From an optimization exercise on the open Yosys and OpenROAD flow, aimed at small area and a short achievable clock period; shortcuts taken in it are not production practice.
The RTL was checked by simulation tests, not by an equivalence proof against the original design.
The clock port is modelled as an ideal driver; clocking choices that lean on that would not hold on a real chip.
No activity file was given, so power comes from the tool's default toggle rates.

===== flow/design.v =====
`timescale 1ns/10ps
module FP_MUL(CLK, RESET, ENABLE, DATA_IN, DATA_OUT, READY);
input         CLK;
input         RESET;
input         ENABLE;
input   [7:0] DATA_IN;
output  [7:0] DATA_OUT;
output        READY;
reg     [7:0] DATA_OUT;
reg           READY;
reg     [6:0] t;
always @(posedge CLK) begin
	if (RESET || t == 7'd72)
		t <= 7'd0;
	else
		t <= t + 7'd1;
end
reg op;
always @(posedge CLK) begin
	if (t == 7'd16)
		op <= ENABLE;
end
reg    [51:0] A;
reg    [10:0] E;
reg           s;
reg    [39:0] B;
wire    [4:0] elo = {1'b0, E[3:0]} + {1'b0, DATA_OUT[7:4]} + 5'd1;
always @(posedge CLK) begin
	if (t == 7'd1) A[7:0]   <= DATA_IN;
	if (t == 7'd2) A[15:8]  <= DATA_IN;
	if (t == 7'd3) A[23:16] <= DATA_IN;
	if (t == 7'd4) A[31:24] <= DATA_IN;
	if (t == 7'd5) A[39:32] <= DATA_IN;
	if (t == 7'd6) A[47:40] <= DATA_IN;
	if (t == 7'd7) A[51:48] <= DATA_IN[3:0];
end
always @(posedge CLK) begin
	if (t == 7'd7)
		E[3:0] <= DATA_IN[7:4];
	else if (t == 7'd16)
		E[3:0] <= elo[3:0];
	if (t == 7'd8)
		E[10:4] <= DATA_IN[6:0];
	else if (t == 7'd17)
		E[10:4] <= E[10:4] + DATA_OUT[6:0] + {6'd0, rc} + 7'h40;
end
always @(posedge CLK) begin
	if (t == 7'd8)
		s <= DATA_IN[7];
	else if (t == 7'd16)
		s <= s ^ DATA_IN[7];
end
integer k, j;
always @(posedge CLK) begin
	B <= {2'b00, B[39:2]};
	for (k = 0; k < 7; k = k + 1)
		if (t == 7'd9 + k)
			for (j = 0; j < 8; j = j + 1)
				if (6*k + j < 40)
					B[6*k + j] <= DATA_IN[j];
	if (t == 7'd16)
		B[38] <= 1'b1;
	if (t < 7'd9 || t > 7'd35)
		B[1:0] <= 2'b00;
end
reg    [54:0] Sn;
reg    [26:0] Kn;
reg           cflag;
reg           rc;
wire          run = (t >= 7'd10) && (t <= 7'd62);
wire          b0  = B[0];
wire          b1  = B[1];
wire   [52:0] MA   = {1'b1, A};
wire   [55:0] pp0n = ~({56{b0}} & {3'd0, MA});
wire   [55:0] pp1n = ~({56{b1}} & {2'd0, MA, 1'b0});
wire   [55:0] Sxn  = {1'b1, Sn};
wire   [55:0] s1n;
wire   [55:0] c1n;
assign c1n[0]  = 1'b1;
assign s1n[0]  = ~(Sxn[0] ^ pp0n[0]);
assign c1n[1]  = Sxn[0] | pp0n[0];
assign s1n[53] = ~(Sxn[53] ^ pp1n[53]);
assign c1n[54] = Sxn[53] | pp1n[53];
assign s1n[54] = Sxn[54];
assign c1n[55] = 1'b1;
assign s1n[55] = 1'b1;
genvar i;
generate for (i = 1; i < 53; i = i + 1) begin : row
	FP_MUL_fa fa (.a(Sxn[i]), .b(pp0n[i]), .c(pp1n[i]), .s(s1n[i]), .co(c1n[i+1]));
end endgenerate
wire   [54:0] rn;
wire   [26:0] kn;       
wire   [27:0] hn;
assign rn[0] = ~(s1n[0] ^ Kn[0]);
assign hn[0] = s1n[0] | Kn[0];
assign rn[54] = ~(s1n[54] ^ c1n[54]);
genvar m;
generate for (m = 0; m < 27; m = m + 1) begin : pair
	if (m > 0) begin : l
		FP_MUL_fa lo (.a(s1n[2*m]), .b(c1n[2*m]), .c(Kn[m]), .s(rn[2*m]), .co(hn[m]));
	end
	FP_MUL_fa hi (.a(s1n[2*m+1]), .b(c1n[2*m+1]), .c(hn[m]), .s(rn[2*m+1]), .co(kn[m]));
end endgenerate
wire          out0 = ~rn[0];
wire          out1 = ~rn[1];
wire          ins1 = (t >= 7'd35) & out1;
wire          ins0 = (t >= 7'd36) & out0;
always @(posedge CLK) begin
	Kn <= kn;
	if (run)
		Sn <= {~ins1, ~ins0, rn[54:2]};
	else
		Sn <= {8'hff, Sn[54:8]};
end
wire   [54:0] S = ~Sn;
wire    [7:0] win = cflag ? S[9:2] : S[8:1];
wire    [7:0] X   = (t == 7'd70) ? {s, E[10:4]} :
                    (t == 7'd69) ? {E[3:0], win[3:0]} : win;
wire    [4:0] lo  = {1'b0, X[3:0]} + {4'd0, rc};
wire          c4  = (t == 7'd69) ? cflag : lo[4];
wire    [3:0] hi  = {1'b0, X[6:4]} + {3'd0, c4};
wire          b7  = (t == 7'd70) ? X[7] : X[7] ^ hi[3];
wire          c8  = X[7] & hi[3];
always @(posedge CLK) begin
	if (t == 7'd62)
		cflag <= out1;
end
always @(posedge CLK) begin
	if (t == 7'd16)
		rc <= elo[4];
	else if (t == 7'd62)
		rc <= out1 ? S[3] : S[2];
	else
		rc <= c8;
end
always @(posedge CLK) begin
	if (t == 7'd15 || t == 7'd16)
		DATA_OUT <= DATA_IN;
	else
		DATA_OUT <= {b7, hi[2:0], lo[3:0]};
end
always @(posedge CLK) begin
	if (RESET)
		READY <= 1'b0;
	else
		READY <= op && (t >= 7'd63) && (t <= 7'd70);
end
endmodule
module FP_MUL_fa(a, b, c, s, co);
input  a, b, c;
output s, co;
assign s  = a ^ b ^ c;
assign co = (a & b) | (a & c) | (b & c);
endmodule

===== flow/flow/run.sh =====
#!/bin/bash
# Standard ORFS layout (the standard.sh) with these changes:
#  - port buffers use buf_2 instead of the default pick (a slow delay cell);
#  - after CTS, the clock tree's middle level is removed (collapse_clk.tcl), so
#    the clock reaches every register through two buffers instead of three.
# Each tool's output goes to a log file in this folder; ORFS keeps its step logs in orfs/logs.
set -euo pipefail
VARS=("BUFFER_PORTS_ARGS=-buffer_cell sky130_fd_sc_hd__buf_2"
      SETUP_SLACK_MARGIN=9.3 SYNTH_HIERARCHICAL=1 CTS_CLUSTER_SIZE=30 CTS_CLUSTER_DIAMETER=100)
bash standard.sh "${VARS[@]}" cts > make_cts.log 2>&1
R=orfs/results/sky130hd/FP_MUL/base
CTS_ODB=$R/4_cts.odb openroad -no_init -exit flow/collapse_clk.tcl > collapse_clk.log 2>&1
bash standard.sh "${VARS[@]}" finish > make_finish.log 2>&1

===== flow/flow/collapse_clk.tcl =====
# Remove the intermediate levels of the clock tree that CTS built: every clock
# buffer that is fed by another buffer and drives only clock buffers is taken
# out, and its loads are moved to the net that feeds it. The root buffer then
# drives the leaf buffers directly; every register keeps the same number of
# buffers between it and the clock port.
read_db $::env(CTS_ODB)
set block [ord::get_db_block]
proc is_clkbuf {inst} { string match "sky130_fd_sc_hd__clkbuf_*" [[$inst getMaster] getName] }
set removed 0
set changed 1
while {$changed} {
  set changed 0
  foreach inst [$block getInsts] {
    if {![is_clkbuf $inst]} continue
    set in [$inst findITerm A]
    set out [$inst findITerm X]
    set innet [$in getNet]
    set outnet [$out getNet]
    if {$innet eq "NULL" || $outnet eq "NULL"} continue
    if {[llength [$innet getBTerms]] > 0} continue
    set drv ""
    foreach it [$innet getITerms] { if {[$it isOutputSignal]} { set drv [$it getInst] } }
    if {$drv eq "" || ![is_clkbuf $drv]} continue
    set ok 1
    set loads {}
    foreach it [$outnet getITerms] {
      if {[$it isOutputSignal]} continue
      if {![is_clkbuf [$it getInst]]} { set ok 0; break }
      lappend loads $it
    }
    if {!$ok || [llength $loads] == 0} continue
    foreach it $loads { $it disconnect; $it connect $innet }
    $in disconnect
    $out disconnect
    puts "removed [$inst getName] ([llength $loads] loads moved to [$innet getName])"
    odb::dbInst_destroy $inst
    odb::dbNet_destroy $outnet
    incr removed
    set changed 1
    break
  }
}
puts "removed $removed clock buffers"
write_db $::env(CTS_ODB)

===== flow/standard.sh =====
#!/bin/bash
# synth_recipe.tcl (not shown) runs the flow's synth.tcl, then flattens the netlist and writes it again
# the make line also repeats each setting of config.mk as NAME=value (left out here)
make -C /OpenROAD-flow-scripts/flow DESIGN_CONFIG=/design/flow/config.mk WORK_HOME=/design/flow/orfs CLKGATE_MAP_FILE= SYNTH_SCRIPT=/design/flow/synth_recipe.tcl "${@:-finish}"

===== flow/config.mk =====
export PLATFORM = sky130hd
export DESIGN_NAME = FP_MUL
export DESIGN_NICKNAME = FP_MUL
export VERILOG_FILES = /design/flow/design.v
export SDC_FILE = /design/flow/constraint.sdc
export NUM_CORES = 4
export LEC_CHECK = 0
export CAP_MARGIN = 20
export CORE_MARGIN = 2
export CORE_UTILIZATION = 40
export SLEW_MARGIN = 20

===== flow/constraint.sdc =====
create_clock -name core_clock -period 12.5 [get_ports {CLK}]
set_input_delay 2.5000 -clock core_clock [delete_from_list [all_inputs] [get_ports {CLK}]]
set_output_delay 2.5000 -clock core_clock [all_outputs]
set_load 0.01 [all_outputs]

==> impl_metrics.py, run 1 <==
metrics = {
    "outcome": {
        "status": "timing/DRC/antenna clean",
    },
    "power_and_ir_drop": {
        "switchingPower_uw": 248,
        "p_leak_nw": 3.40,
        "clock_power_share_pct": 33.4,
        "p_per_area_mw_per_mm2": 99.8,
        "power_switching_share_pct": 22.8,
        "pwr-share-seq_pct": 64.2,
        "power_mw": 1.09,
        "power.share.combinational_pct": 2.4,
        "irDropWorstVdd_uv": 67.8,
        "cell_internal_pwr_uw": 841,
    },
    "worst_setup_path": {
        "critPathBufInv": 1,
        "critPathTopFamily": "flip-flops",
        "critical_path.endpoint_type": "output port",
        "critPathSlowestCell": "dfxtp_4",
        "worstPathArrival_ps": 900,
        "crit_type": "reg -> out",
        "cp.required_ps": 10000,
        "path_max_fanout": 2,
        "start_kind": "register",
        "cpPeakStageDelay_ps": 380,
        "cp_cell_sequence": "buf_6",
    },
    "hold_path": {
        "hold_class": "reg -> reg",
    },
    "place": {
        "gp_congestion": 0.847,
        "dpl_worst_slack_ps": 9150,
        "hpwlAfterDp_mm": 14.3,
        "dpl.cell_count": 1136,
        "numPortBuffers": 19,
    },
    "synth": {
        "synth_cell_type_count": 52,
        "syn-num-nets": 970,
        "synthAdderAreaFrac_pct": 24.5,
        "synth_mux_area_share_pct": 9.84,
        "yosys.area.top_type": "dfxtp_1",
        "synth_compound_area_share_pct": 4.54,
        "async_flop_share_pct": 0,
        "syn_area_per_cell_um2": 12.3,
        "synth-seq-cells": 205,
        "ys_seq_area_share_pct": 46.9,
        "synth_top_family_by_area": "adder cells",
        "synth_xor_area_share_pct": 1.46,
        "synth_edf_count": 66,
        "syn_inst": 825,
        "synthFlopType": "dfxtp_1",
        "synth_area_mm2": 0.0102,
        "yosysWarnings": 7,
        "netlist.area_leader.share_pct": 27.4,
        "synth-simple-area-share_pct": 9.91,
        "ys_top_cells_by_area": "dfxtp_1 (27%), fa_1 (21%), edfxtp_1 (19%), mux2_2 (7.0%), nand2_1 (5.5%)",
    },
    "floorplanning": {
        "die_w_um": 163,
        "core.rowCount": 58,
        "core-area_mm2": 0.0250,
        "initial_core_util_pct": 40.6,
        "fp.dieArea_mm2": 0.0267,
        "die_y_um": 163,
        "ioPinCount": 20,
    },
    "global_route": {
        "grt_pass1_vias": 6050,
        "grt_max_degree": 56,
        "antenna_found_initial": 0,
        "grt_pass1_wl_mm": 34.1,
        "grt_use_total_pct": 17.0,
        "grt_overflow_total": 0,
    },
    "finish": {
        "synthToLayoutAreaGrowth_pct": 7.38,
        "seqCellArea_mm2": 0.00479,
        "n_antenna_cell": 0,
        "fin_cells": 1158,
        "layout_common_cells": "nand2_1 (149), dfxtp_1 (125), fa_1 (108)",
        "multiInputGateArea_mm2": 0.00511,
        "layout_commonest_cell": "nand2_1",
        "drive_gt1_share_pct": 16.3,
        "final_nets": 969,
        "fillerInstances": 2329,
    },
    "detailed_routing": {
        "wire_per_inst_um": 18.0,
        "first_pass_iters": 4,
        "num_vias": 5716,
        "drc_errors": 0,
        "routed_wl_mm": 20.8,
        "via_per_inst": 4.94,
        "drt_iter0_markers": 424,
        "ant_nets": 0,
    },
    "clock_network": {
        "clk_pin_slew_worst_paths_ps": 110,
        "htreeDepth": 1,
        "cts_tree": "built",
        "cts-root-buf": "clkbuf_16",
        "cts_buffer_depth": 3,
        "numCtsBuffers": 11,
        "cts_sinks": 205,
        "worstSkewPairLatency_ps": 410,
    },
    "timing": {
        "layout_setup_ws_ps": 9100,
        "setup_viol": 0,
        "fmax_mhz": 294,
        "final.period_utilization_pct": 27.2,
        "finalMaxSlewViolations": 0,
        "hold_viol": 0,
        "fin_skew_ps": 20.2,
        "fin_crit_ps": 3400,
        "worst_slew_pin_slew_ps": 895,
        "setup_tns_ps": 0,
        "maxSlewHeadroom_pct": 40.1,
        "grt_setup_unrepaired": "yes",
    },
    "run": {
        "maxCapViolations": 0,
    },
}
-- area by class of cell --
| class | count | share of cell area, % |
|---|---|---|
| flip-flops and latches | 205 | 43.9 |
| clock buffers | 11 | 2.13 |
| multi-input cells | 551 | 46.8 |
| repair buffers | 28 | 1.95 |
| well taps | 330 | 3.78 |
| inverters | 29 | 0.997 |
| clock inverters | 4 | 0.413 |
-- power by group through the flow --
stage	registers (mW)	clock network, mW	logic (mW)
2_1_floorplan	0.712	0	0.0150
3_3_place_gp	0.715	0	0.0268
3_5_place_dp	0.715	0	0.0266
4_1_cts	0.700	0.409	0.0267
5_1_grt	0.700	0.398	0.0292
6_report	0.699	0.364	0.0265
-- sequential cells by signal, indices dropped and copies added (netlist names), 7 cells and up --
| name | count |
|---|---|
| A | 52 |
| B | 40 |
| DATA_OUT | 8 |
| E | 11 |
| Kn | 27 |
| Sn | 55 |
| t | 7 |
-- per-module statistics from Yosys, one instance, submodules excluded --
module     flops+latches  cells  times used  cell area [um2]
FP_MUL_fa              0      1         105             20.0
FP_MUL               205    720           1             8070
-- stage by stage --
| step | area (um2) | util (%) | hold WS (ps) |
|---|---|---|---|
| global placement | 10500 | 42.0 | 412 |
| floorplan | 10200 | - | 399 |
| CTS | 11000 | 43.7 | 431 |
| global route | 10900 | 43.6 | 461 |
| finish | 10900 | 43.6 | 426 |
| detailed placement | 10500 | 42.0 | 415 |
-- final timing paths --
check | startpoint | end | slack [ps] | cells after the start
max | DATA_OUT[2] | DATA_OUT[2] | 9100 | 1
min | B[16] | B[14] | 430 | 2
max reg2reg | t[0] | DATA_OUT[7] | 9500 | 12
min reg2reg | B[16] | B[14] | 430 | 2
-- repair_timing --
item                                    CTS  global route
setup buffers                             7             0
endpoints found under the setup margin   12            12
hold buffers                              0             0
cloned                                    0             0
gates resized for setup                  21             4
-- metal layers --
layer / track usage [%] / up-vias / routed length [um]
li1: - / 2738 / -
met1: 25.3 / 2876 / 10400
met2: 26.0 / 88 / 9500
met3: 2.72 / 14 / 688
met4: 3.86 / 0 / 235
met5: 0 / - / 0
-- logic make-up (layout without fill, tap and decap cells) --
group                      count (synthesis)  count (layout)
AOI/OAI and AO/OA                         77              77
xor gates and xnor gates                  17              17
adders and majority gates                134             134
buffers and inverters                     69              72
DFF                                      205             205
muxes                                     91              91
and+or+nand+nor                          232             232
-- synth_stat cells (all sizes together) (2+ instances only) --
cell type,instances
nor2b,5
mux2i,22
o21ai,31
nand2,149
nor2,37
or2,9
edfxtp,66
inv,29
a21o,5
and2,3
a211oi,5
mux2,69
a21oi,22
xnor2,14
dfxtp,139
nand4,2
nand3,7
a21boi,2
nor3,5
a31oi,4
and3,3
nand2b,5
xor2,3
clkbuf,25
a211o,2
ha,26
buf,15
fa,108
==> run 2, diff against run 1 <==
--- a/flow/flow/run.sh
+++ b/flow/flow/run.sh
@@ -8,3 +8,3 @@
 VARS=("BUFFER_PORTS_ARGS=-buffer_cell sky130_fd_sc_hd__buf_2"
-      SETUP_SLACK_MARGIN=9.3 SYNTH_HIERARCHICAL=1 CTS_CLUSTER_SIZE=30 CTS_CLUSTER_DIAMETER=100)
+      SETUP_SLACK_MARGIN=9.0 SYNTH_HIERARCHICAL=1 CTS_CLUSTER_SIZE=30 CTS_CLUSTER_DIAMETER=100)
 bash standard.sh "${VARS[@]}" cts > make_cts.log 2>&1
==> run 2 against run 1 <==
Still clean on timing, DRC and antenna; register-to-register slack worse by 200 ps; wire length down 0.67%; die area unchanged; global-route usage down 0.13 points; critical path depth unchanged; clock skew down 1.6 ps; highest routed layer unchanged.
==> impl_metrics.py, run 2 <==
metrics = {
    "synth": {
        "yosys.area.top_type": "dfxtp_1",
        "yosys-top-cells-count": "nand2_1 (149), dfxtp_1 (139), fa_1 (108)",
        "syn_inst": 825,
        "async_flop_share_pct": 0,
        "ys_seq_area_share_pct": 46.9,
        "synth_most_common_cell": "nand2_1",
        "synthFlopType": "dfxtp_1",
        "netlist.area_leader.share_pct": 27.4,
        "ys_top_cells_by_area": "dfxtp_1 (27%), fa_1 (21%), edfxtp_1 (19%), mux2_2 (7.0%), nand2_1 (5.5%)",
        "synth_cell_type_count": 52,
        "synth-seq-cells": 205,
        "syn_area_per_cell_um2": 12.3,
        "synth_area_mm2": 0.0102,
        "synth_edf_count": 66,
        "syn-num-nets": 970,
        "yosysWarnings": 7,
    },
    "worst_setup_path": {
        "cp_num_cells": 1,
        "cp.required_ps": 10000,
        "critPathTopFamily": "flip-flops",
        "critical_path.endpoint_type": "output port",
        "path_max_fanout": 4,
        "worstPathArrival_ps": 950,
        "critPathBufInv": 1,
        "cpPeakStageDelay_ps": 400,
        "start_kind": "register",
        "critPathSlowestCell": "dfxtp_2",
        "cp_cell_sequence": "buf_2",
        "crit_type": "reg -> out",
        "rr_worst_depth": 12,
    },
    "finish": {
        "synthToLayoutAreaGrowth_pct": 6.19,
        "top_register": "Sn",
        "n_antenna_cell": 0,
        "drive_gt1_share_pct": 14.7,
        "largest_register_ff_count": 55,
        "layout_commonest_cell": "nand2_1",
        "final_nets": 962,
        "top_regs": "Sn: 55 flops, A: 52 flops, B: 40 flops",
        "layout_common_cells": "nand2_1 (149), dfxtp_1 (130), fa_1 (108)",
    },
    "timing": {
        "worst_slew_pin_slew_ps": 903,
        "setup_tns_ps": 0,
        "timing.hold.ws_ps": 426,
        "setup_viol": 0,
        "grt_setup_unrepaired": "no",
        "finalMaxSlewViolations": 0,
        "maxSlewHeadroom_pct": 39.6,
        "hold_viol": 0,
        "final.period_utilization_pct": 27.6,
        "fin_crit_ps": 3450,
        "fmax_mhz": 290,
        "fin_skew_ps": 18.5,
    },
    "global_route": {
        "grt_use_total_pct": 16.8,
        "grt_pass1_wl_mm": 33.8,
        "grt_overflow_total": 0,
        "antenna_found_initial": 0,
        "grt_pass1_vias": 5976,
        "grt_max_degree": 56,
    },
    "power_and_ir_drop": {
        "p_per_area_mw_per_mm2": 101,
        "p_leak_nw": 3.35,
        "irDropWorstVdd_uv": 67.7,
    },
    "detailed_routing": {
        "num_vias": 5710,
        "ant_nets": 0,
        "wire_per_inst_um": 18.0,
        "drt_iter0_markers": 390,
        "first_pass_iters": 5,
        "via_per_inst": 4.96,
        "routed_wl_mm": 20.7,
        "drc_errors": 0,
    },
    "clock_network": {
        "cts-root-buf": "clkbuf_16",
        "htreeDepth": 1,
        "worstSkewPairLatency_ps": 400,
        "cts_tree": "built",
        "post_cts_buffers": 0,
        "hold_buffers": 0,
        "cts_buffer_depth": 3,
        "numCtsBuffers": 11,
        "clk_pin_slew_worst_paths_ps": 110,
        "cts-resized-gates": 4,
        "cts_sinks": 205,
    },
    "floorplanning": {
        "die_w_um": 163,
        "initial_core_util_pct": 40.6,
        "ioPinCount": 20,
        "fp.dieArea_mm2": 0.0267,
        "die_y_um": 163,
        "core.rowCount": 58,
        "core-area_mm2": 0.0250,
    },
    "place": {
        "gp_congestion": 0.847,
        "numPortBuffers": 19,
        "hpwlAfterDp_mm": 14.3,
    },
    "hold_path": {
        "min_path_cells": 2,
        "hold_class": "reg -> reg",
    },
    "outcome": {
        "status": "timing/DRC/antenna clean",
    },
    "run": {
        "maxCapViolations": 0,
    },
}
## run 2: layout make-up
cell class	instances	area [um2]
Clock buffer	11	233
Tap cell	330	413
Sequential cell	205	4780
Inverter	29	109
Clock inverter	4	45.0
Multi-Input combinational cell	551	5110
Fill cell	2345	14200
Timing Repair Buffer	21	110
## run 2: report_power, final
group	leakage [nW]	internal (mW)	total (mW)	switching, mW
Combinational	1.49	0.00606	0.0265	0.0204
Clock	0.135	0.142	0.364	0.222
Sequential	1.73	0.694	0.700	0.00577
## run 2: cells by family (layout without fill, tap and decap cells)
group / after synthesis / count (layout) / share of synthesized area (%)
adder cells (fa/ha/maj): 134 / 134 / 24.5
XOR/XNOR: 17 / 17 / 1.46
buffers and inverters: 69 / 65 / 2.92
AND/OR/NAND/NOR: 232 / 232 / 9.91
AO/OA/AOI/OAI: 77 / 77 / 4.54
multiplexers: 91 / 91 / 9.84
flip-flops: 205 / 205 / 46.9
## run 2: Yosys stat by module, one instance, submodules excluded
| module | cells inside | times used | flops+latches | cell area, um2 |
|---|---|---|---|---|
| FP_MUL | 720 | 1 | 205 | 8070 |
| FP_MUL_fa | 1 | 105 | 0 | 20.0 |
## run 2: metal layers
layer	vias to the layer above	track usage (%)	wire, um
li1	2728	-	-
met1	2890	25.1	10500
met2	79	25.7	9460
met3	13	2.72	493
met4	0	3.86	232
met5	-	0	0
## run 2: path summary, 6_finish.rpt
path                             startpoint           to  slack (ps)
worst min-delay path                  B[16]        B[14]         430
worst min register to register        B[16]        B[14]         430
worst max register to register         t[5]  DATA_OUT[7]        9300
worst max-delay path            DATA_OUT[5]  DATA_OUT[5]        9050
## run 2: per-stage QoR
stage	total power [mW]	setup WS, ps	std cells	area, um2	utilization [%]
floorplan	0.727	9310	825	10200	-
global placement	0.742	9150	1136	10500	42.0
detailed placement	0.742	9150	1136	10500	42.0
CTS	1.14	8970	1153	10800	43.3
global route	1.13	9010	1151	10800	43.1
finish	1.09	9050	1151	10800	43.1
==> run 3, diff against run 2 <==
--- a/flow/flow/run.sh
+++ b/flow/flow/run.sh
@@ -8,3 +8,3 @@
 VARS=("BUFFER_PORTS_ARGS=-buffer_cell sky130_fd_sc_hd__buf_2"
-      SETUP_SLACK_MARGIN=9.0 SYNTH_HIERARCHICAL=1 CTS_CLUSTER_SIZE=30 CTS_CLUSTER_DIAMETER=100)
+      SETUP_SLACK_MARGIN=9.6 SYNTH_HIERARCHICAL=1 CTS_CLUSTER_SIZE=30 CTS_CLUSTER_DIAMETER=100)
 bash standard.sh "${VARS[@]}" cts > make_cts.log 2>&1
==> run 3 against run 2 <==
Clock skew decreased by 2.2 ps; setup slack improved by 44 ps; die area unchanged; register-to-register slack improved by 420 ps; wire length decreased by 0.27%; clock-buffer cell count unchanged; critical path depth unchanged; via count increased by 0.19%; first-iteration DRC count increased by 16%; power increased by 0.13%; sequential share of layout area decreased by 1.0 points; global-route usage decreased by 0.20 points; largest power group unchanged; highest routed layer unchanged.
==> impl_metrics.py, run 3 <==
metrics = {
    "power_and_ir_drop": {
        "pwr-share-seq_pct": 64.0,
        "switchingPower_uw": 248,
        "cell_internal_pwr_uw": 843,
        "power.share.combinational_pct": 2.8,
        "clock_power_share_pct": 33.2,
        "p_per_area_mw_per_mm2": 98.4,
        "irDropWorstVdd_uv": 68.9,
        "p_leak_nw": 3.44,
        "power_switching_share_pct": 22.7,
    },
    "clock_network": {
        "cts_buffer_depth": 3,
        "cts_tree": "built",
        "htreeDepth": 1,
        "worstSkewPairLatency_ps": 400,
        "cts_sinks": 205,
        "clk_pin_slew_worst_paths_ps": 110,
        "hold_buffers": 0,
        "numCtsBuffers": 11,
        "cts-root-buf": "clkbuf_16",
    },
    "worst_setup_path": {
        "path_max_fanout": 2,
        "cp_cell_sequence": "buf_6",
        "critPathTopFamily": "flip-flops",
        "critPathBufInv": 1,
        "critPathSlowestCell": "dfxtp_4",
        "worstPathArrival_ps": 900,
        "rr_worst_depth": 14,
        "cp_num_cells": 1,
        "critical_path.endpoint_type": "output port",
        "crit_type": "reg -> out",
        "cpPeakStageDelay_ps": 380,
        "cp.required_ps": 10000,
        "start_kind": "register",
    },
    "global_route": {
        "grt_use_total_pct": 16.6,
        "grt_max_degree": 56,
        "grt_pass1_wl_mm": 33.5,
        "grt_overflow_total": 0,
        "grt_pass1_vias": 5921,
        "antenna_found_initial": 0,
    },
    "floorplanning": {
        "initial_core_util_pct": 40.6,
        "fp.dieArea_mm2": 0.0267,
        "core-area_mm2": 0.0250,
        "die_w_um": 163,
        "die_y_um": 163,
        "ioPinCount": 20,
        "core.rowCount": 58,
    },
    "timing": {
        "finalMaxSlewViolations": 0,
        "worst_slew_pin_slew_ps": 918,
        "fin_skew_ps": 16.4,
        "fmax_mhz": 294,
        "setup_tns_ps": 0,
        "fin_crit_ps": 3400,
        "grt_setup_unrepaired": "yes",
        "maxSlewHeadroom_pct": 38.7,
        "setup_viol": 0,
        "final.period_utilization_pct": 27.2,
        "hold_viol": 0,
        "layout_setup_ws_ps": 9100,
    },
    "detailed_routing": {
        "first_pass_iters": 5,
        "via_per_inst": 4.90,
        "drt_iter0_markers": 451,
        "num_vias": 5721,
        "routed_wl_mm": 20.6,
        "wire_per_inst_um": 17.7,
        "ant_nets": 0,
        "drc_errors": 0,
    },
    "finish": {
        "layout_commonest_cell": "nand2_1",
        "final_nets": 979,
        "fin_cells": 1168,
        "largest_register_ff_count": 55,
        "top_register": "Sn",
        "layout_common_cells": "nand2_1 (149), dfxtp_1 (121), fa_1 (108)",
        "drive_gt1_share_pct": 19.0,
        "n_antenna_cell": 0,
        "top_regs": "Sn: 55 flops, A: 52 flops, B: 40 flops",
        "synthToLayoutAreaGrowth_pct": 9.16,
    },
    "synth": {
        "async_flop_share_pct": 0,
        "synth_edf_count": 66,
        "synth_most_common_cell": "nand2_1",
        "yosysWarnings": 7,
        "syn_inst": 825,
        "synth-seq-cells": 205,
        "yosys-top-cells-count": "nand2_1 (149), dfxtp_1 (139), fa_1 (108)",
        "yosys.area.top_type": "dfxtp_1",
        "ys_seq_area_share_pct": 46.9,
        "synth_area_mm2": 0.0102,
        "syn-num-nets": 970,
        "netlist.area_leader.share_pct": 27.4,
        "ys_top_cells_by_area": "dfxtp_1 (27%), fa_1 (21%), edfxtp_1 (19%), mux2_2 (7.0%), nand2_1 (5.5%)",
        "synth_cell_type_count": 52,
        "syn_area_per_cell_um2": 12.3,
        "synthFlopType": "dfxtp_1",
    },
    "hold_path": {
        "min_path_cells": 2,
        "hold_class": "reg -> reg",
    },
    "place": {
        "dpl_worst_slack_ps": 9140,
        "gp_congestion": 0.808,
        "hpwlAfterDp_mm": 14.0,
        "numPortBuffers": 19,
        "dpl.cell_count": 1137,
    },
    "outcome": {
        "status": "timing/DRC/antenna clean",
    },
    "run": {
        "maxCapViolations": 0,
    },
}
==> run 3: cell types whose count changed in the layout (fill, tap and decap cells not counted), moves of 4 or more <==
cell     previous run  this run
buf_4               2        19
buf_2              19         6
buf_6               0        10
dfxtp_1           130       121
o21ai_0            29        20
o21ai_1             1         9
dfxtp_2             7        12
mux2_2             63        58
mux2_4              0         5
dfxtp_4             2         6
==> run 3: final timing paths <==
| path | slack (ps) | end | start |
|---|---|---|---|
| min | 430 | B[10] | B[12] |
| max | 9100 | DATA_OUT[2] | DATA_OUT[2] |
| min reg2reg | 430 | B[10] | B[12] |
| max reg2reg | 9720 | DATA_OUT[7] | t[0] |
==> run 3: cells by family (layout without fill, tap and decap cells) <==
kind of cell | count (synthesis) | count (layout) | synth area share [%]
simple gates | 232 | 232 | 9.91
flops | 205 | 205 | 46.9
compound gates | 77 | 77 | 4.54
buf+inv | 69 | 82 | 2.92
xor+xnor | 17 | 17 | 1.46
mux | 91 | 91 | 9.84
fa+ha+maj | 134 | 134 | 24.5
==> run 3: stage by stage <==
step	cell area, um2	hold WS (ps)	power (mW)	utilization [%]
final	11100	431	1.09	44.3
after CTS	11000	432	1.13	44.1
after global placement	10600	406	0.743	42.2
after floorplan	10300	399	0.730	-
after detailed placement	10600	408	0.743	42.2
after global routing	11100	471	1.13	44.3
==> run 3: per-layer routing <==
layer / GRT usage (%) / part of all wire, % / routed length (um) / vias up
met5: 0 / 0 / 0 / -
met4: 4.22 / 0.87 / 180 / 0
met2: 25.8 / 47 / 9770 / 71
met1: 24.6 / 49 / 10100 / 2891
met3: 2.29 / 2.7 / 554 / 10
li1: - / - / - / 2749
==> run 3: power by group through the flow <==
stage / sequential (mW) / clock (mW) / combinational, mW
finish: 0.698 / 0.362 / 0.0310
global placement: 0.715 / 0 / 0.0275
CTS: 0.699 / 0.408 / 0.0278
floorplan: 0.712 / 0 / 0.0180
detailed placement: 0.715 / 0 / 0.0277
global route: 0.699 / 0.396 / 0.0337
==> run 3: layout make-up <==
type,instances,area (um2)
Clock inverter,4,48.8
Timing Repair Buffer,38,308
Fill cell,2313,13900
Inverter,29,109
Clock buffer,11,233
Tap cell,330,413
Multi-Input combinational cell,551,5180
Sequential cell,205,4800
==> run 3: timing repair <==
item	4_1_cts	5_1_grt
cloned	0	0
resized for setup	31	14
endpoints found under the setup margin	40	34
pin swaps	2	6
buffers inserted	5	11
==> run 3: Yosys stat by module (local to each module, per instance) <==
module     flops+latches  cells  area [um2]
FP_MUL               205    720        8070
FP_MUL_fa              0      1        20.0
==> run 4, diff against run 3 <==
--- a/flow/flow/run.sh
+++ b/flow/flow/run.sh
@@ -3,2 +3,4 @@
 #  - port buffers use buf_2 instead of the default pick (a slow delay cell);
+#  - the design is synthesized module by module (SYNTH_HIERARCHICAL=1, then
+#    flattened by synth_recipe.tcl) so each FP_MUL_fa instance maps to one fa cell;
 #  - after CTS, the clock tree's middle level is removed (collapse_clk.tcl), so
@@ -8,3 +10,3 @@
 VARS=("BUFFER_PORTS_ARGS=-buffer_cell sky130_fd_sc_hd__buf_2"
-      SETUP_SLACK_MARGIN=9.6 SYNTH_HIERARCHICAL=1 CTS_CLUSTER_SIZE=30 CTS_CLUSTER_DIAMETER=100)
+      SETUP_SLACK_MARGIN=9.3 SYNTH_HIERARCHICAL=1 ABC_AREA=1 CTS_CLUSTER_SIZE=30 CTS_CLUSTER_DIAMETER=100)
 bash standard.sh "${VARS[@]}" cts > make_cts.log 2>&1
==> run 4 against run 3 <==
Synthesized area about the same; highest routed layer unchanged; die area is essentially flat; power is 34% higher.
==> impl_metrics.py, run 4 <==
metrics = {
    "timing": {
        "final.period_utilization_pct": 27.1,
        "fmax_mhz": 295,
        "grt_setup_unrepaired": "yes",
        "finalMaxSlewViolations": 0,
        "fin_crit_ps": 3390,
        "worst_slew_pin_slew_ps": 959,
        "fin_skew_ps": 16.3,
        "setup_viol": 0,
        "setup_tns_ps": 0,
        "hold_viol": 0,
        "layout_setup_ws_ps": 9110,
        "maxSlewHeadroom_pct": 35.9,
        "timing.hold.ws_ps": 441,
    },
    "worst_setup_path": {
        "worstPathArrival_ps": 890,
        "critical_path.endpoint_type": "output port",
        "cpPeakStageDelay_ps": 370,
        "timing.rr.start": "t[3]",
        "cp_cell_sequence": "buf_6",
        "crit_type": "reg -> out",
        "rr_worst_depth": 16,
        "critPathTopFamily": "flip-flops",
        "critPathSlowestCell": "dfxtp_4",
        "cp.required_ps": 10000,
        "r2r_slack_ps": 9590,
        "path_max_fanout": 2,
        "rr_endpoint": "DATA_OUT[7]",
        "cp_num_cells": 1,
        "start_kind": "register",
        "critPathBufInv": 1,
    },
    "synth": {
        "synth_most_common_cell": "nand2_1",
        "synthFlopType": "dfxtp_1",
        "syn_area_per_cell_um2": 10.1,
        "yosys-top-cells-count": "nand2_1 (351), dfxtp_1 (139), fa_1 (108)",
        "ys_seq_area_share_pct": 46.9,
        "yosysWarnings": 7,
        "yosys.area.top_type": "dfxtp_1",
        "async_flop_share_pct": 0,
        "synth_cell_type_count": 34,
        "synth_edf_count": 66,
        "syn_inst": 1004,
        "netlist.area_leader.share_pct": 27.4,
        "syn-num-nets": 1149,
        "synth_area_mm2": 0.0102,
        "synth-seq-cells": 205,
        "ys_top_cells_by_area": "dfxtp_1 (27%), fa_1 (21%), edfxtp_1 (20%), nand2_1 (13%), o21ai_0 (3.4%)",
    },
    "detailed_routing": {
        "via_per_inst": 4.85,
        "drc_errors": 0,
        "wire_per_inst_um": 16.4,
        "num_vias": 6516,
        "first_pass_iters": 5,
        "routed_wl_mm": 22.0,
        "drt_iter0_markers": 485,
        "ant_nets": 0,
    },
    "clock_network": {
        "cts_sinks": 205,
        "htreeDepth": 1,
        "cts_buffer_depth": 3,
        "hold_buffers": 0,
        "worstSkewPairLatency_ps": 410,
        "numCtsBuffers": 11,
        "cts-root-buf": "clkbuf_16",
        "clk_pin_slew_worst_paths_ps": 120,
        "cts_tree": "built",
    },
    "hold_path": {
        "min_path_cells": 2,
        "hold_class": "reg -> reg",
        "min_from": "B[16]",
        "holdPathEnd": "B[14]",
    },
    "global_route": {
        "grt_pass1_vias": 6889,
        "grt_pass1_wl_mm": 36.7,
        "grt_use_total_pct": 18.0,
        "antenna_found_initial": 0,
        "grt_overflow_total": 0,
        "grt_max_degree": 54,
    },
    "finish": {
        "fillerInstances": 2425,
        "drive_gt1_share_pct": 6.81,
        "top_regs": "Sn: 55 flops, A: 52 flops, B: 40 flops",
        "largest_register_ff_count": 55,
        "final_nets": 1154,
        "fin_cells": 1343,
        "layout_commonest_cell": "nand2_1",
        "layout_common_cells": "nand2_1 (350), dfxtp_1 (128), fa_1 (108)",
        "n_antenna_cell": 0,
        "top_register": "Sn",
        "synthToLayoutAreaGrowth_pct": 7.61,
    },
    "floorplanning": {
        "core-area_mm2": 0.0250,
        "core.rowCount": 58,
        "die_y_um": 163,
        "die_w_um": 163,
        "ioPinCount": 20,
        "fp.dieArea_mm2": 0.0267,
        "initial_core_util_pct": 40.6,
    },
    "place": {
        "dpl.cell_count": 1321,
        "gp_congestion": 0.890,
        "dpl_worst_slack_ps": 9090,
        "numPortBuffers": 19,
        "hpwlAfterDp_mm": 15.7,
    },
    "power_and_ir_drop": {
        "p_per_area_mw_per_mm2": 134,
        "p_leak_nw": 3.86,
        "irDropWorstVdd_uv": 78.1,
    },
    "outcome": {
        "status": "timing/DRC/antenna clean",
    },
    "run": {
        "maxCapViolations": 0,
    },
}
-- run 4: changes by cell type after synthesis, sizes merged, moves of 13 or more --
cell | before | now
o211ai | 1 | 14
nand2 | 149 | 356
inv | 29 | 72
mux2i | 22 | 0
mux2 | 69 | 0
nor2 | 37 | 53
o21ai | 31 | 69
-- run 4: cells by family after synthesis --
family | synth area share, %
and+or+nand+nor | 17.0
AOI/OAI and AO/OA | 5.92
buffers and inverters | 4.79
DFF | 46.9
xor gates and xnor gates | 0.862
adders and majority gates | 24.5
-- run 4: stage by stage --
step | util, % | cell area [um2] | total power [mW]
after floorplan | - | 10200 | 1.00
after global placement | 41.9 | 10500 | 1.08
after detailed placement | 41.9 | 10500 | 1.08
after CTS | 43.7 | 10900 | 1.52
after global routing | 43.7 | 10900 | 1.56
final | 43.7 | 10900 | 1.47
-- run 4: layout make-up --
cell class / instances / area (um2) / area share (%)
Tap cell: 330 / 413 / 3.78
Sequential cell: 205 / 4790 / 43.8
Multi-Input combinational cell: 691 / 4920 / 45.0
Timing Repair Buffer: 29 / 239 / 2.19
Inverter: 73 / 277 / 2.53
Clock inverter: 3 / 35.0 / 0.320
Clock buffer: 12 / 268 / 2.45
-- run 4: timing repair --
action / CTS / global route
buffers inserted: 5 / 1
endpoints found under the setup margin: 9 / 11
gates cloned: 0 / 0
gates resized for setup: 20 / 1
-- run 4: metal layers --
layer  part of all wire [%]  up-vias  routed length (um)  GRT usage (%)
met3                    3.8       19                 843           3.25
met4                    1.1        0                 251           3.74
met2                     47      112               10400           28.8
met1                     48     3198               10500           25.8
met5                      0        -                   0              0
li1                       -     3187                   -              -
-- run 4: per-module statistics from Yosys (local to each module, per instance) --
module,flip-flops and latches,cells inside,times used,area (um2)
FP_MUL,205,899,1,8060
FP_MUL_fa,0,1,105,20.0
-- run 4: tightest hold or removal path, delay by kind of cell (launching register included) --
family	cells	cell delay, ps
simple gates	1	40
compound gates	1	50
flops	1	320
-- run 4: power by group --
group / switching [mW] / internal, mW
registers: 0.0567 / 0.752
logic: 0.158 / 0.120
clock network: 0.223 / 0.159
-- run 4: worst max-delay path by stage --
stage	slack (ps)	end	from
after floorplan	9510	s	DATA_IN[7]
after global placement	9130	s	DATA_IN[7]
after detailed placement	9090	s	DATA_IN[7]
after CTS	9030	DATA_OUT[5]	DATA_OUT[5]
after global routing	9080	DATA_OUT[5]	DATA_OUT[5]
final	9110	DATA_OUT[5]	DATA_OUT[5]
==> run 5, diff against run 4 <==
==> flow/flow/run.sh (replaced) <==
#!/bin/bash
# Standard ORFS layout (the standard.sh) with these changes:
#  - port buffers use buf_2 instead of the default pick (a slow delay cell);
#  - after CTS, the clock tree's middle level is removed (clock_tree.tcl), so
#    the clock reaches every register through two buffers instead of three.
# Each tool's output goes to a log file in this folder; ORFS keeps its step logs in orfs/logs.
set -euo pipefail
VARS=("BUFFER_PORTS_ARGS=-buffer_cell sky130_fd_sc_hd__buf_2"
      SETUP_SLACK_MARGIN=9.3 SYNTH_HIERARCHICAL=1 CTS_CLUSTER_SIZE=30 CTS_CLUSTER_DIAMETER=100)
bash standard.sh "${VARS[@]}" cts > make_cts.log 2>&1
R=orfs/results/sky130hd/FP_MUL/base
CTS_ODB=$R/4_cts.odb openroad -no_init -exit flow/clock_tree.tcl > clock_tree.log 2>&1
bash standard.sh "${VARS[@]}" finish > make_finish.log 2>&1
==> flow/flow/clock_tree.tcl (new file) <==
# Reshape the clock tree that CTS built, keeping every register the same
# number of buffers away from the clock port:
#  1. remove the middle level: each clock buffer that is fed by another buffer
#     and drives only clock buffers is taken out, its loads moved to its input net;
#  2. split the root: the leaf buffers are divided into NROOT groups by position,
#     and each group gets its own root buffer fed from the clock port, placed at
#     the group's centre (the clock port then drives NROOT cells).
read_db $::env(CTS_ODB)
set block [ord::get_db_block]
set nroot [expr {[info exists ::env(NROOT)] ? $::env(NROOT) : 4}]
proc is_clkbuf {inst} { string match "sky130_fd_sc_hd__clkbuf_*" [[$inst getMaster] getName] }

set changed 1
while {$changed} {
  set changed 0
  foreach inst [$block getInsts] {
    if {![is_clkbuf $inst]} continue
    set in [$inst findITerm A]
    set out [$inst findITerm X]
    set innet [$in getNet]
    set outnet [$out getNet]
    if {$innet eq "NULL" || $outnet eq "NULL"} continue
    if {[llength [$innet getBTerms]] > 0} continue
    set drv ""
    foreach it [$innet getITerms] { if {[$it isOutputSignal]} { set drv [$it getInst] } }
    if {$drv eq "" || ![is_clkbuf $drv]} continue
    set ok 1
    set loads {}
    foreach it [$outnet getITerms] {
      if {[$it isOutputSignal]} continue
      if {![is_clkbuf [$it getInst]]} { set ok 0; break }
      lappend loads $it
    }
    if {!$ok || [llength $loads] == 0} continue
    foreach it $loads { $it disconnect; $it connect $innet }
    $in disconnect
    $out disconnect
    puts "removed [$inst getName] ([llength $loads] loads moved to [$innet getName])"
    odb::dbInst_destroy $inst
    odb::dbNet_destroy $outnet
    set changed 1
    break
  }
}

# the root: the clock buffer on the clock port's net
set clknet [$block findNet CLK]
set root ""
foreach it [$clknet getITerms] { if {[is_clkbuf [$it getInst]]} { set root [$it getInst] } }
set rootnet [[$root findITerm X] getNet]
set leaves {}
foreach it [$rootnet getITerms] { if {![$it isOutputSignal]} { lappend leaves $it } }
puts "root [$root getName] drives [llength $leaves] leaf buffers"

# order the leaves by angle around their centre and cut into nroot groups
set cx 0; set cy 0
foreach it $leaves { set b [[$it getInst] getBBox]; set cx [expr {$cx + ([$b xMin]+[$b xMax])/2.0}]; set cy [expr {$cy + ([$b yMin]+[$b yMax])/2.0}] }
set n [llength $leaves]
set cx [expr {$cx / $n}]; set cy [expr {$cy / $n}]
set keyed {}
foreach it $leaves {
  set b [[$it getInst] getBBox]
  set x [expr {([$b xMin]+[$b xMax])/2.0}]; set y [expr {([$b yMin]+[$b yMax])/2.0}]
  lappend keyed [list [expr {atan2($y-$cy, $x-$cx)}] $it $x $y]
}
set keyed [lsort -real -index 0 $keyed]
if {$nroot > $n} { set nroot $n }
set master [$root getMaster]
for {set g 0} {$g < $nroot} {incr g} {
  set lo [expr {($g * $n) / $nroot}]
  set hi [expr {(($g + 1) * $n) / $nroot}]
  set grp [lrange $keyed $lo [expr {$hi - 1}]]
  set gx 0; set gy 0
  foreach e $grp { set gx [expr {$gx + [lindex $e 2]}]; set gy [expr {$gy + [lindex $e 3]}] }
  set gx [expr {int($gx / [llength $grp])}]; set gy [expr {int($gy / [llength $grp])}]
  if {$g == 0} {
    set buf $root
  } else {
    set buf [odb::dbInst_create $block $master "clkroot_$g"]
    set net [odb::dbNet_create $block "clknet_root_$g"]
    $net setSigType CLOCK
    [$buf findITerm A] connect $clknet
    [$buf findITerm X] connect $net
    foreach e $grp { set it [lindex $e 1]; $it disconnect; $it connect $net }
  }
  $buf setLocation $gx $gy
  $buf setPlacementStatus PLACED
  puts "root $g: [$buf getName] drives [llength $grp] leaves at $gx $gy"
}
detailed_placement
check_placement
write_db $::env(CTS_ODB)
removed: flow/flow/collapse_clk.tcl
==> run 5 against run 4 <==
Setup slack better by 95 ps; cell count decreased by 14%; sequential cell count stayed put; clock-buffer cell count is 1 lower; still clean on timing, DRC and antenna; global-route usage decreased by 1.3 points; critical endpoint is now DATA_OUT[2]; non-clock buffer count up 2; highest routed layer unchanged.
==> impl_metrics.py, run 5 <==
metrics = {
    "run": {
        "maxCapViolations": 0,
    },
    "worst_setup_path": {
        "cp_cell_sequence": "buf_6",
        "critPathTopFamily": "flip-flops",
        "cp-endpoint": "DATA_OUT[2]",
        "crit_type": "reg -> out",
        "critical_path.endpoint_type": "output port",
        "rr_worst_depth": 12,
        "r2r_slack_ps": 9500,
        "timing.rr.start": "t[0]",
        "rr_endpoint": "DATA_OUT[7]",
        "cp.required_ps": 10000,
        "worstPathArrival_ps": 800,
        "critPathBufInv": 1,
        "start_kind": "register",
        "path_max_fanout": 2,
        "crit_start": "DATA_OUT[2]",
        "cp_num_cells": 1,
        "critPathSlowestCell": "dfxtp_4",
        "cpPeakStageDelay_ps": 380,
    },
    "floorplanning": {
        "core-area_mm2": 0.0250,
        "initial_core_util_pct": 40.6,
        "core.rowCount": 58,
        "ioPinCount": 20,
        "fp.dieArea_mm2": 0.0267,
        "die_w_um": 163,
        "die_y_um": 163,
    },
    "detailed_routing": {
        "num_vias": 5766,
        "routed_wl_mm": 20.9,
        "wire_per_inst_um": 18.0,
        "ant_nets": 0,
        "first_pass_iters": 5,
        "drc_errors": 0,
        "drt_iter0_markers": 387,
        "via_per_inst": 4.97,
    },
    "global_route": {
        "grt_use_total_pct": 16.8,
        "grt_max_degree": 56,
        "antenna_found_initial": 0,
        "grt_pass1_wl_mm": 34.2,
        "grt_pass1_vias": 6081,
        "grt_overflow_total": 0,
    },
    "clock_network": {
        "cts_tree": "built",
        "worstSkewPairLatency_ps": 310,
        "numCtsBuffers": 11,
        "cts_sinks": 205,
        "clk_pin_slew_worst_paths_ps": 110,
        "htreeDepth": 1,
        "hold_buffers": 0,
        "cts_buffer_depth": 3,
        "cts-root-buf": "clkbuf_16",
    },
    "finish": {
        "layout_common_cells": "nand2_1 (149), dfxtp_1 (125), fa_1 (108)",
        "layout_commonest_cell": "nand2_1",
        "fillerInstances": 2319,
        "utilization_pct": 43.9,
        "top_register": "Sn",
        "largest_register_ff_count": 55,
        "drive_gt1_share_pct": 16.6,
        "multiInputGateArea_mm2": 0.00511,
        "final_nets": 972,
        "top_regs": "Sn: 55 flops, A: 52 flops, B: 40 flops",
        "seqCellArea_mm2": 0.00479,
        "synthToLayoutAreaGrowth_pct": 8.12,
        "n_antenna_cell": 0,
    },
    "timing": {
        "fmax_mhz": 303,
        "grt_setup_unrepaired": "yes",
        "final.period_utilization_pct": 26.4,
        "timing.hold.ws_ps": 430,
        "finalMaxSlewViolations": 0,
        "setup_tns_ps": 0,
        "hold_viol": 0,
        "maxSlewHeadroom_pct": 37.8,
        "worst_slew_pin_slew_ps": 930,
        "fin_skew_ps": 22.0,
        "fin_crit_ps": 3300,
        "setup_viol": 0,
    },
    "synth": {
        "synth_top_family_by_area": "adder cells",
        "synth_area_mm2": 0.0102,
        "yosysWarnings": 7,
        "synth-seq-cells": 205,
        "synth-simple-area-share_pct": 9.91,
        "synth_compound_area_share_pct": 4.54,
        "ys_seq_area_share_pct": 46.9,
        "synth_most_common_cell": "nand2_1",
        "synth_xor_area_share_pct": 1.46,
        "synth_mux_area_share_pct": 9.84,
        "syn_area_per_cell_um2": 12.3,
        "synthAdderAreaFrac_pct": 24.5,
        "async_flop_share_pct": 0,
        "yosys-top-cells-count": "nand2_1 (149), dfxtp_1 (139), fa_1 (108)",
        "yosys.area.top_type": "dfxtp_1",
        "netlist.area_leader.share_pct": 27.4,
        "synth_cell_type_count": 52,
        "ys_top_cells_by_area": "dfxtp_1 (27%), fa_1 (21%), edfxtp_1 (19%), mux2_2 (7.0%), nand2_1 (5.5%)",
        "synthFlopType": "dfxtp_1",
        "syn-num-nets": 970,
        "syn_inst": 825,
        "synth_edf_count": 66,
    },
    "place": {
        "hpwlAfterDp_mm": 14.3,
        "gp_congestion": 0.847,
        "numPortBuffers": 19,
    },
    "power_and_ir_drop": {
        "p_per_area_mw_per_mm2": 103,
        "irDropWorstVdd_uv": 69.2,
        "p_leak_nw": 3.44,
        "power_mw": 1.13,
    },
    "hold_path": {
        "hold_class": "reg -> reg",
        "min_from": "B[16]",
    },
    "outcome": {
        "status": "timing/DRC/antenna clean",
    },
}
-- run 5: cell count changes after synthesis, moves of 8 or more --
cell,previous run,this run
nand2_1,351,149
mux2_2,0,63
o21ai_0,69,29
inv_1,68,29
mux2i_1,0,21
nor2_1,50,35
o211ai_1,14,1
clkbuf_1,15,25
xnor2_1,5,14
nand3_1,15,7
-- run 5: how the worst min path moves through the flow --
| stage | to | depth (start not counted) |
|---|---|---|
| after floorplan | B[11] | 2 |
| after global placement | B[3] | 2 |
| after detailed placement | B[10] | 2 |
| after CTS | B[14] | 2 |
| after global routing | B[10] | 2 |
| final | B[14] | 2 |
-- run 5: cells by family (layout without fill, tap and decap cells) --
family / count (synthesis) / count (layout)
simple gates: 232 / 232
flops: 205 / 205
fa+ha+maj: 134 / 134
mux: 91 / 91
compound gates: 77 / 77
buf+inv: 69 / 75
xor+xnor: 17 / 17
-- run 5: timing repair --
| action | in CTS | in global routing |
|---|---|---|
| setup endpoints to repair | 12 | 12 |
| resized for setup | 21 | 4 |
| setup buffers | 7 | 0 |
-- run 5: layout make-up --
type | count | share of cell area (%)
Timing Repair Buffer | 28 | 1.93
Sequential cell | 205 | 43.6
Clock buffer | 11 | 2.12
Multi-Input combinational cell | 551 | 46.5
Inverter | 29 | 0.990
Tap cell | 330 | 3.76
Buffer | 3 | 0.683
Clock inverter | 4 | 0.410
-- run 5: modules after synthesis, one instance, submodules excluded --
module     cell area (um2)  cells  copies in the design
FP_MUL_fa             20.0      1                   105
FP_MUL                8070    720                     1
-- run 5: tightest hold or removal path: stages (launching register included) --
cell and delay [ps]:
dfxtp_1 320, nand2_1 40, o21ai_0 50
-- run 5: metal layers --
layer	wire length [um]	share of wire, %	track usage [%]
met5	0	0	0
met4	211	1.0	2.70
met3	620	3.0	2.62
met2	9510	45	25.9
met1	10600	51	25.3
-- run 5: report_power, final --
| group | switching, mW | internal, mW | leakage (nW) |
|---|---|---|---|
| combinational | 0.0205 | 0.00607 | 1.53 |
| sequential | 0.00585 | 0.693 | 1.73 |
| clock | 0.218 | 0.185 | 0.172 |
| total | 0.245 | 0.884 | 3.44 |
-- run 5: per-stage QoR --
step	worst slack (ps)	cell area (um2)	cells
floorplan	9310	10200	825
global route	9180	11000	1161
CTS	9030	11000	1160
finish	9200	11000	1161
detailed placement	9150	10500	1136
global placement	9150	10500	1136
==> run 6, diff against run 5 <==
--- a/flow/flow/run.sh
+++ b/flow/flow/run.sh
@@ -8,3 +8,3 @@
 VARS=("BUFFER_PORTS_ARGS=-buffer_cell sky130_fd_sc_hd__buf_2"
-      SETUP_SLACK_MARGIN=9.3 SYNTH_HIERARCHICAL=1 CTS_CLUSTER_SIZE=30 CTS_CLUSTER_DIAMETER=100)
+      SETUP_SLACK_MARGIN=9.3 SYNTH_HIERARCHICAL=1 CTS_CLUSTER_SIZE=20 CTS_CLUSTER_DIAMETER=80)
 bash standard.sh "${VARS[@]}" cts > make_cts.log 2>&1
==> run 6 against run 5 <==
Final area is 0.89% higher; critical path depth did not move; via count increased by 0.10%; global-route usage increased by 0.095 points; setup slack better by 23 ps; still clean on timing, DRC and antenna; clock skew shrank 15 ps; first-iteration DRC count increased by 4.9%; die area unchanged; register-to-register slack about the same.
==> impl_metrics.py, run 6 <==
metrics = {
    "outcome": {
        "status": "timing/DRC/antenna clean",
    },
    "clock_network": {
        "cts_sinks": 205,
        "htreeDepth": 1,
        "cts_buffer_depth": 3,
        "hold_buffers": 0,
        "cts-root-buf": "clkbuf_16",
        "clk_pin_slew_worst_paths_ps": 80,
        "worstSkewPairLatency_ps": 290,
        "numCtsBuffers": 14,
        "cts_tree": "built",
    },
    "synth": {
        "synth_top_family_by_area": "adder cells",
        "syn_inst": 825,
        "yosysWarnings": 7,
        "synthAdderAreaFrac_pct": 24.5,
        "async_flop_share_pct": 0,
        "synth-seq-cells": 205,
        "synth_edf_count": 66,
        "yosys-top-cells-count": "nand2_1 (149), dfxtp_1 (139), fa_1 (108)",
        "synth_xor_area_share_pct": 1.46,
        "netlist.area_leader.share_pct": 27.4,
        "synth_compound_area_share_pct": 4.54,
        "ys_top_cells_by_area": "dfxtp_1 (27%), fa_1 (21%), edfxtp_1 (19%), mux2_2 (7.0%), nand2_1 (5.5%)",
        "yosys.area.top_type": "dfxtp_1",
        "ys_seq_area_share_pct": 46.9,
        "synth_most_common_cell": "nand2_1",
        "synth-simple-area-share_pct": 9.91,
        "synthFlopType": "dfxtp_1",
        "syn-num-nets": 970,
        "synth_area_mm2": 0.0102,
        "syn_area_per_cell_um2": 12.3,
        "synth_cell_type_count": 52,
        "synth_mux_area_share_pct": 9.84,
    },
    "finish": {
        "top_regs": "Sn: 55 flops, A: 52 flops, B: 40 flops",
        "layout_commonest_cell": "nand2_1",
        "final_nets": 975,
        "largest_register_ff_count": 55,
        "synthToLayoutAreaGrowth_pct": 9.08,
        "fillerInstances": 2301,
        "utilization_pct": 44.3,
        "drive_gt1_share_pct": 16.8,
        "top_register": "Sn",
        "n_antenna_cell": 0,
        "layout_common_cells": "nand2_1 (149), dfxtp_1 (125), fa_1 (108)",
        "final_cell_area_mm2": 0.0111,
    },
    "worst_setup_path": {
        "critPathTopFamily": "flip-flops",
        "cp.required_ps": 10000,
        "critPathBufInv": 1,
        "crit_type": "reg -> out",
        "cpPeakStageDelay_ps": 370,
        "worstPathArrival_ps": 770,
        "start_kind": "register",
        "r2r_slack_ps": 9510,
        "critical_path.endpoint_type": "output port",
        "cp_cell_sequence": "buf_6",
        "rr_worst_depth": 12,
        "critPathSlowestCell": "dfxtp_4",
        "cp_num_cells": 1,
        "path_max_fanout": 2,
    },
    "floorplanning": {
        "die_w_um": 163,
        "die_y_um": 163,
        "fp.dieArea_mm2": 0.0267,
        "core.rowCount": 58,
        "core-area_mm2": 0.0250,
        "ioPinCount": 20,
        "initial_core_util_pct": 40.6,
    },
    "run": {
        "maxCapViolations": 0,
    },
    "place": {
        "numPortBuffers": 19,
        "place_area_mm2": 0.0105,
        "dpl_worst_slack_ps": 9150,
        "hpwlAfterDp_mm": 14.3,
        "gp_congestion": 0.847,
    },
    "power_and_ir_drop": {
        "switchingPower_uw": 247,
        "clock_power_share_pct": 39.0,
        "power.share.combinational_pct": 2.2,
        "pwr-share-seq_pct": 58.7,
        "cell_internal_pwr_uw": 943,
        "power_mw": 1.19,
        "p_per_area_mw_per_mm2": 107,
        "p_leak_nw": 3.48,
        "power_switching_share_pct": 20.7,
        "irDropWorstVdd_uv": 66.4,
    },
    "timing": {
        "layout_setup_ws_ps": 9230,
        "fin_skew_ps": 6.95,
        "finalMaxSlewViolations": 0,
        "final.period_utilization_pct": 26.2,
        "worst_slew_pin_slew_ps": 891,
        "hold_viol": 0,
        "fin_crit_ps": 3270,
        "grt_setup_unrepaired": "yes",
        "maxSlewHeadroom_pct": 40.4,
        "setup_tns_ps": 0,
        "setup_viol": 0,
        "fmax_mhz": 306,
    },
    "detailed_routing": {
        "dr_wl_met2_mm": 9.45,
        "ant_nets": 0,
        "num_vias": 5772,
        "top_layer": "met4",
        "via_per_inst": 4.94,
        "drt_iter0_markers": 406,
        "drc_errors": 0,
        "routed_wl_mm": 21.0,
        "route.met3.wl_um": 587,
        "wire_per_inst_um": 18.0,
        "drt-met1-wl_mm": 10.7,
        "first_pass_iters": 5,
    },
    "global_route": {
        "grt_pass1_wl_mm": 34.4,
        "grt_overflow_total": 0,
        "grt_use_total_pct": 16.9,
        "grt_pass1_vias": 6163,
        "grt_max_degree": 56,
        "antenna_found_initial": 0,
    },
    "hold_path": {
        "hold_class": "reg -> reg",
        "min_path_cells": 2,
    },
}
-- run 6: modules after synthesis, one instance, submodules excluded --
| module | times used | flops+latches |
|---|---|---|
| FP_MUL | 1 | 205 |
| FP_MUL_fa | 105 | 0 |
-- run 6: timing repair --
item / 4_1_cts / 5_1_grt
setup buffers: 7 / 0
setup endpoints to repair: 13 / 12
resized for setup: 22 / 4
-- run 6: final cells by class --
cell class	instances	area, um2	share of cell area (%)
multi-input combinational	551	5110	46.1
sequential	205	4790	43.2
tap	330	413	3.72
clock buffer	19	358	3.23
timing repair buffer	28	213	1.92
inverter	29	109	0.981
buffer	3	75.1	0.677
clock inverter	3	17.5	0.158
-- run 6: power groups by stage --
stage	logic (mW)	clock network, mW	registers (mW)
after floorplan	0.0150	0	0.712
final	0.0265	0.464	0.699
after global routing	0.0292	0.502	0.700
after CTS	0.0267	0.469	0.699
after global placement	0.0268	0	0.715
after detailed placement	0.0266	0	0.715
-- run 6: tightest hold or removal path, cell delays in order, from the launching register on --
cell,delay (ps)
dfxtp_1,300
nand2_1,50
nand2_1,40
-- run 6: routing by layer --
layer  vias up  global-route usage (%)
met5         -                       0
met4         0                    3.90
met3        24                    2.29
met2        96                    25.8
met1      2898                    25.4
li1       2754                       -
-- run 6: final timing paths --
path                                  start          end
worst max-delay path            DATA_OUT[2]  DATA_OUT[2]
worst min-delay path                  B[12]        B[10]
worst max register to register         t[0]  DATA_OUT[7]
worst min register to register        B[12]        B[10]
-- run 6: logic make-up (layout without fill, tap and decap cells) --
family | after synthesis | in the layout
AND/OR/NAND/NOR | 232 | 232
flip-flops | 205 | 205
adder cells (fa/ha/maj) | 134 | 134
multiplexers | 91 | 91
AO/OA/AOI/OAI | 77 | 77
buffers and inverters | 69 | 82
XOR/XNOR | 17 | 17
-- run 6: through the flow --
| stage | std cells | hold WS [ps] |
|---|---|---|
| global route | 1168 | 447 |
| CTS | 1167 | 428 |
| global placement | 1136 | 412 |
| floorplan | 825 | 399 |
| finish | 1168 | 430 |
| detailed placement | 1136 | 415 |
==> run 7, diff against run 6 <==
==> flow/flow/run.sh (replaced) <==
#!/bin/bash
# Standard ORFS layout (the standard.sh) with these changes:
#  - port buffers use buf_2 instead of the default pick (a slow delay cell);
#  - the design is synthesized module by module (SYNTH_HIERARCHICAL=1, then
#    flattened by synth_recipe.tcl) so each FP_MUL_fa instance maps to one fa cell;
#  - after CTS, clock_tree.tcl removes the clock tree's middle level and splits
#    its root into four buffers fed by the clock port, so the clock reaches every
#    register through two buffers (the same number for all registers).
# Each tool's output goes to a log file in this folder; ORFS keeps its step logs in orfs/logs.
set -euo pipefail
VARS=("BUFFER_PORTS_ARGS=-buffer_cell sky130_fd_sc_hd__buf_2"
      SETUP_SLACK_MARGIN=9.2 SYNTH_HIERARCHICAL=1 CTS_CLUSTER_SIZE=30 CTS_CLUSTER_DIAMETER=100)
bash standard.sh "${VARS[@]}" cts > make_cts.log 2>&1
R=orfs/results/sky130hd/FP_MUL/base
CTS_ODB=$R/4_cts.odb openroad -no_init -exit flow/clock_tree.tcl > clock_tree.log 2>&1
bash standard.sh "${VARS[@]}" finish > make_finish.log 2>&1
==> run 7 against run 6 <==
Final area down 0.88%; largest power group unchanged; sequential cell count unchanged; register-to-register slack about the same; still clean on timing, DRC and antenna; synthesized area unchanged.
==> impl_metrics.py, run 7 <==
metrics = {
    "place": {
        "gp_congestion": 0.847,
        "place_area_mm2": 0.0105,
        "hpwlAfterDp_mm": 14.3,
        "numPortBuffers": 19,
        "dpl_worst_slack_ps": 9150,
    },
    "global_route": {
        "antenna_found_initial": 0,
        "grt_pass1_wl_mm": 34.2,
        "grt_pass1_vias": 6081,
        "grt_overflow_total": 0,
        "grt_use_total_pct": 16.8,
        "grt_max_degree": 56,
    },
    "detailed_routing": {
        "first_pass_iters": 5,
        "drt_iter0_markers": 387,
        "drc_errors": 0,
        "routed_wl_mm": 20.9,
        "via_per_inst": 4.97,
        "num_vias": 5766,
        "wire_per_inst_um": 18.0,
        "ant_nets": 0,
    },
    "synth": {
        "synth_most_common_cell": "nand2_1",
        "yosysWarnings": 7,
        "synth_cell_type_count": 52,
        "syn_inst": 825,
        "yosys.area.top_type": "dfxtp_1",
        "yosys-top-cells-count": "nand2_1 (149), dfxtp_1 (139), fa_1 (108)",
        "netlist.area_leader.share_pct": 27.4,
        "synth_area_mm2": 0.0102,
        "synth_edf_count": 66,
        "syn_area_per_cell_um2": 12.3,
        "async_flop_share_pct": 0,
        "ys_seq_area_share_pct": 46.9,
        "syn-num-nets": 970,
        "synth-seq-cells": 205,
        "synthFlopType": "dfxtp_1",
        "ys_top_cells_by_area": "dfxtp_1 (27%), fa_1 (21%), edfxtp_1 (19%), mux2_2 (7.0%), nand2_1 (5.5%)",
    },
    "floorplanning": {
        "die_w_um": 163,
        "core-area_mm2": 0.0250,
        "ioPinCount": 20,
        "initial_core_util_pct": 40.6,
        "fp.dieArea_mm2": 0.0267,
        "die_y_um": 163,
        "core.rowCount": 58,
    },
    "run": {
        "maxCapViolations": 0,
    },
    "clock_network": {
        "htreeDepth": 1,
        "cts-root-buf": "clkbuf_16",
        "cts_buffer_depth": 3,
        "clk_pin_slew_worst_paths_ps": 110,
        "numCtsBuffers": 11,
        "cts_sinks": 205,
        "hold_buffers": 0,
        "cts_tree": "built",
        "worstSkewPairLatency_ps": 310,
    },
    "timing": {
        "hold_viol": 0,
        "setup_viol": 0,
        "maxSlewHeadroom_pct": 37.8,
        "layout_setup_ws_ps": 9200,
        "grt_setup_unrepaired": "yes",
        "worst_slew_pin_slew_ps": 930,
        "fin_crit_ps": 3300,
        "finalMaxSlewViolations": 0,
        "final.period_utilization_pct": 26.4,
        "fmax_mhz": 303,
        "setup_tns_ps": 0,
        "fin_skew_ps": 22.0,
    },
    "worst_setup_path": {
        "cp.required_ps": 10000,
        "worstPathArrival_ps": 800,
        "critPathSlowestCell": "dfxtp_4",
        "critPathTopFamily": "flip-flops",
        "critPathBufInv": 1,
        "cp_cell_sequence": "buf_6",
        "cpPeakStageDelay_ps": 380,
        "critical_path.endpoint_type": "output port",
        "path_max_fanout": 2,
        "crit_type": "reg -> out",
        "start_kind": "register",
    },
    "power_and_ir_drop": {
        "p_per_area_mw_per_mm2": 103,
        "irDropWorstVdd_uv": 69.2,
        "p_leak_nw": 3.44,
        "power_mw": 1.13,
    },
    "hold_path": {
        "hold_class": "reg -> reg",
    },
    "finish": {
        "multiInputGateArea_mm2": 0.00511,
        "seqCellArea_mm2": 0.00479,
        "top_regs": "Sn: 55 flops, A: 52 flops, B: 40 flops",
        "final_nets": 972,
        "synthToLayoutAreaGrowth_pct": 8.12,
        "largest_register_ff_count": 55,
        "top_register": "Sn",
        "fillerInstances": 2319,
        "layout_commonest_cell": "nand2_1",
        "layout_common_cells": "nand2_1 (149), dfxtp_1 (125), fa_1 (108)",
        "drive_gt1_share_pct": 16.6,
        "n_antenna_cell": 0,
        "final_cell_area_mm2": 0.0110,
    },
    "outcome": {
        "status": "timing/DRC/antenna clean",
    },
}
## run 7: cell count changes in the layout (fill, tap and decap cells not counted)
cell,previous run,this run
clkinv_1,1,0
inv_8,0,1
clkinv_4,0,1
clkbuf_8,1,0
clkbuf_16,16,12
clkbuf_1,5,2
clkinv_2,1,0
clkinv_8,0,1
## run 7: cell type report
cell class              instances  area share, %
multi-input cells             551           46.5
flip-flops and latches        205           43.6
well taps                     330           3.76
clock buffers                  11           2.12
repair buffers                 28           1.93
inverters                      29          0.990
plain buffers                   3          0.683
clock inverters                 4          0.410
## run 7: modules after synthesis, one instance, submodules excluded
module / cells / flops+latches / copies in the design / area, um2
FP_MUL_fa: 1 / 0 / 105 / 20.0
FP_MUL: 720 / 205 / 1 / 8070
## run 7: stage by stage
| step | hold slack, ps | utilization [%] | instances |
|---|---|---|---|
| finish | 430 | 43.9 | 1161 |
| global route | 461 | 43.9 | 1161 |
| CTS | 431 | 43.7 | 1160 |
| detailed placement | 415 | 42.0 | 1136 |
| global placement | 412 | 42.0 | 1136 |
| floorplan | 399 | - | 825 |
## run 7: final timing paths
check	startpoint	end	slack, ps	depth (start not counted)
setup / recovery	DATA_OUT[2]	DATA_OUT[2]	9200	1
hold / removal	B[16]	B[14]	430	2
setup reg to reg	t[0]	DATA_OUT[7]	9500	12
hold reg to reg	B[16]	B[14]	430	2
## run 7: power by group
part	switching [mW]	internal, mW	total, mW
registers	0.00585	0.693	0.699
clock network	0.218	0.185	0.403
logic	0.0205	0.00607	0.0266
total	0.245	0.884	1.13
## run 7: kinds of logic after synthesis
group	count (synthesis)	synth area share, %
simple gates	232	9.91
flops	205	46.9
fa+ha+maj	134	24.5
mux	91	9.84
compound gates	77	4.54
buf+inv	69	2.92
xor+xnor	17	1.46
## run 7: timing repair
| item | in CTS | in global routing |
|---|---|---|
| hold endpoints to repair | 0 | 0 |
| gates resized for setup | 19 | 6 |
| setup endpoints to repair | 10 | 8 |
| buffers inserted | 7 | 0 |
## run 7: layer usage
metal | GRT usage, % | share of wire, % | wire length, um
met5 | 0 | 0 | 0
met2 | 25.9 | 45 | 9510
met4 | 2.70 | 1.0 | 211
met1 | 25.3 | 51 | 10600
met3 | 2.62 | 3.0 | 620

[what the ideal ports hide]
The results above use ideal ports. As a check the final layouts listed here were re-extracted and re-timed, cells and wires unchanged. Step 1, drivers: a clkbuf_16 drives CLK and a buf_2 each remaining input, both assumed. Step 2, shift: input delay + t, output delay - t, t = (earliest + latest rising clock arrival at the registers) / 2. This alone moves slack from input paths to output paths. a / b / c = ideal / step 1 / step 2; a / b = the first two.
run | t (ns) | slack for setup (ns) | worst hold slack (ns)
run 1 | 0.441 | 9.099 / 9.056 / 9.165 | 0.426 / 0.426 / 0.426
run 2 | 0.441 | 9.054 / 9.010 / 9.156 | 0.426 / 0.426 / 0.426
run 3 | 0.441 | 9.098 / 9.051 / 9.186 | 0.431 / 0.431 / 0.431
run 4 | 0.446 | 9.109 / 9.063 / 9.067 | 0.441 / 0.441 / 0.441
run 5 | 0.392 | 9.204 / 9.113 / 9.151 | 0.430 / 0.430 / 0.430
run 6 | 0.382 | 9.228 / 9.137 / 9.153 | 0.430 / 0.430 / 0.430
run 7 | 0.392 | 9.204 / 9.113 / 9.151 | 0.430 / 0.430 / 0.430
After both steps setup and hold are still met in every run listed. The setup slack of run 6, which loses most, moves by -0.091 ns with the drivers and by -0.075 ns with both steps.
